What follows belongs to an exercise in optimizing a design on an open flow for small area; a production flow would make more cautious choices.
The RTL was checked by simulation tests, not by an equivalence proof against the original design.

## Top
module Top(
    input clk,
    input rst,
    input key_jump,
    input key_low,
    input key_restart,
    output hs,
    output vs,
    output [3:0] r,
    output [3:0] g,
    output [3:0] b,
    output [15:0] score
  );
  wire [9:0] col;
  wire [8:0] row;
  wire rdn;
  wire [3:0] pix;
  wire [3:0] night_data;
  wire [20:0] speed;
  wire jump, jump_start, show, crash;
  wire gnd_pix, cld_pix, go_pix;
  wire [1:0] dino_data, bc_data;
  wire reset1 = show || key_restart;
  vgac v0(.clk(clk), .rst(rst), .d_in(night_data), .col(col), .row(row),
          .hs(hs), .vs(vs), .rdn(rdn), .pix(pix));
  Load_Gen lg(clk, rst, key_jump, jump);
  speedup su(clk, rst, reset1, speed);
  ground gnd(clk, rst, key_restart, row, col, speed, gnd_pix);
  cloud cld(clk, rst, key_restart, row, col, speed, cld_pix);
  wire [1:0] bg = show ? 2'd0 : cld_pix ? 2'd2 : gnd_pix ? 2'd1 : 2'd0;
  dinosaur dino(clk, rst, key_low, jump || jump_start, bg, row, col, dino_data);
  bird_cactus bc(clk, rst, reset1, dino_data, row, col, speed, bc_data, crash);
  gameover go(row, col, go_pix);
  reg [3:0] level;
  always @(*)
    case (bc_data)
      2'd0: level = 4'hf;
      2'd1: level = 4'h5;
      2'd2: level = 4'hd;
      default: level = 4'h3;
    endcase
  night nt(clk, rst, show, (show && go_pix) ? 4'h0 : level, night_data);
  ctrl ct(clk, rst, key_restart, crash, show, jump_start);
  grade gr(clk, rst, show, score);
  assign r = pix;
  assign g = pix;
  assign b = pix;
endmodule
Size in the first run: roughly 35 I/O pins, about 31000 um^2 of cells after synthesis.
clock: 25.0 ns
lec_check: 0
abc_area: 1
cap_margin: 20
core_margin: 2
core_utilization: 40
cts_buf_list: sky130_fd_sc_hd__clkbuf_4 sky130_fd_sc_hd__clkbuf_8
gpl_timing_driven: 0
slew_margin: 20
synth_memory_max_bits: 131072
standard.sh (not shown) runs the stock make flow with config.mk's settings and CLKGATE_MAP_FILE= SYNTH_SCRIPT=/design/flow/synth_recipe.tcl, a recipe that flattens the netlist after the stock synthesis.
==> flow/flow/run.sh <==
#!/bin/bash
# Own layout flow: the standard synthesis (unchanged), then only the
# combinational cells re-mapped for area with stronger ABC scripts (every
# register cell kept with its name and type; the smallest of the scripts'
# results is used), then the standard layout from the floorplan on.
# Each tool's output goes to a log file here.
set -euo pipefail
W=$(pwd)
bash standard.sh synth > "$W/log_1_standard_synth.txt" 2>&1
R="$W/orfs/results/$FLOW_PLATFORM/Top/base"
cp "$R/1_2_yosys.v" "$W/standard_1_2_yosys.v"
YOSYS="$FLOW_HOME/../tools/install/yosys/bin/yosys"
[ -x "$YOSYS" ] || YOSYS=yosys
LIB="$FLOW_HOME/platforms/$FLOW_PLATFORM/lib/sky130_fd_sc_hd__tt_025C_1v80.lib"
best=""; besta=""
for i in 1 2 3 4; do
  mkdir -p "$W/reabc$i"
  LIB="$LIB" IN="$W/standard_1_2_yosys.v" OUTDIR="$W/reabc$i" TOP="$FLOW_TOP" ABCSCRIPT="$W/flow/area$i.abc" \
    "$YOSYS" -c "$W/flow/reabc.tcl" > "$W/log_2_reabc$i.txt" 2>&1 &
done
wait || true
for i in 1 2 3 4; do
  f="$W/reabc$i/reabc.v"
  [ -s "$f" ] || continue
  if LIB="$LIB" IN="$f" TOP="$FLOW_TOP" "$YOSYS" -c "$W/flow/check.tcl" > "$W/log_2b_check$i.txt" 2>&1; then
    a=$(awk '/Chip area for module/ {print $NF}' "$W/reabc$i/reabc_stat.txt")
    echo "script $i area $a" >> "$W/log_2c_choice.txt"
    if [ -z "$besta" ] || awk -v a="$a" -v b="$besta" 'BEGIN {exit !(a < b)}'; then best=$f; besta=$a; fi
  fi
done
if [ -z "$best" ]; then best="$W/standard_1_2_yosys.v"; fi
echo "chosen $best" >> "$W/log_2c_choice.txt"
cp "$best" "$R/1_2_yosys.v"
touch "$R/1_2_yosys.v"
# ports get the smallest buffer instead of clkdlybuf4s50_1
bash standard.sh finish "BUFFER_PORTS_ARGS=-buffer_cell sky130_fd_sc_hd__buf_1" > "$W/log_3_layout.txt" 2>&1
Other scripts of this flow, unchanged in this note and not shown: flow/flow/area1.abc, flow/flow/area2.abc, flow/flow/area3.abc, flow/flow/area4.abc, flow/flow/check.tcl, flow/flow/reabc.tcl
The baseline went through all stages and came out clean.
Next try:
CAP_MARGIN = 10   (was 20)
SLEW_MARGIN = 10   (was 20)
Now the flow finished but fails on capacitance limit.
Clock skew came out lower by 0.0082 ns.
Final area hardly moves.
Via count barely changes.
Setup slack degrades by 0.024 ns.
Synthesized cell count stays the same.

## what the ideal ports hide
Ports are ideal in the flow. The routed layouts listed here were re-timed in OpenROAD.
Step 1 (the two cells are an assumption about what drives the block):
set clk [get_ports {clk}]
set_driving_cell -lib_cell sky130_fd_sc_hd__clkbuf_16 $clk
set_driving_cell -lib_cell sky130_fd_sc_hd__buf_2 [delete_from_list [all_inputs] $clk]
Step 2 also shifts input and output timing later by t, the mid clock arrival at the registers, as if the neighbouring blocks saw the same clock.
a / b / c = no drivers / after step 1 / after step 2; a / b = the first two.
| run | t (ns) | slack for setup (ns) | worst register clock-pin slew, ns |
|---|---|---|---|
| the first run | 0.734 | 9.697 / 9.697 / 9.697 | 0.08 / 0.08 |
| the second run | 0.714 | 9.672 / 9.672 / 9.672 | 0.07 / 0.07 |
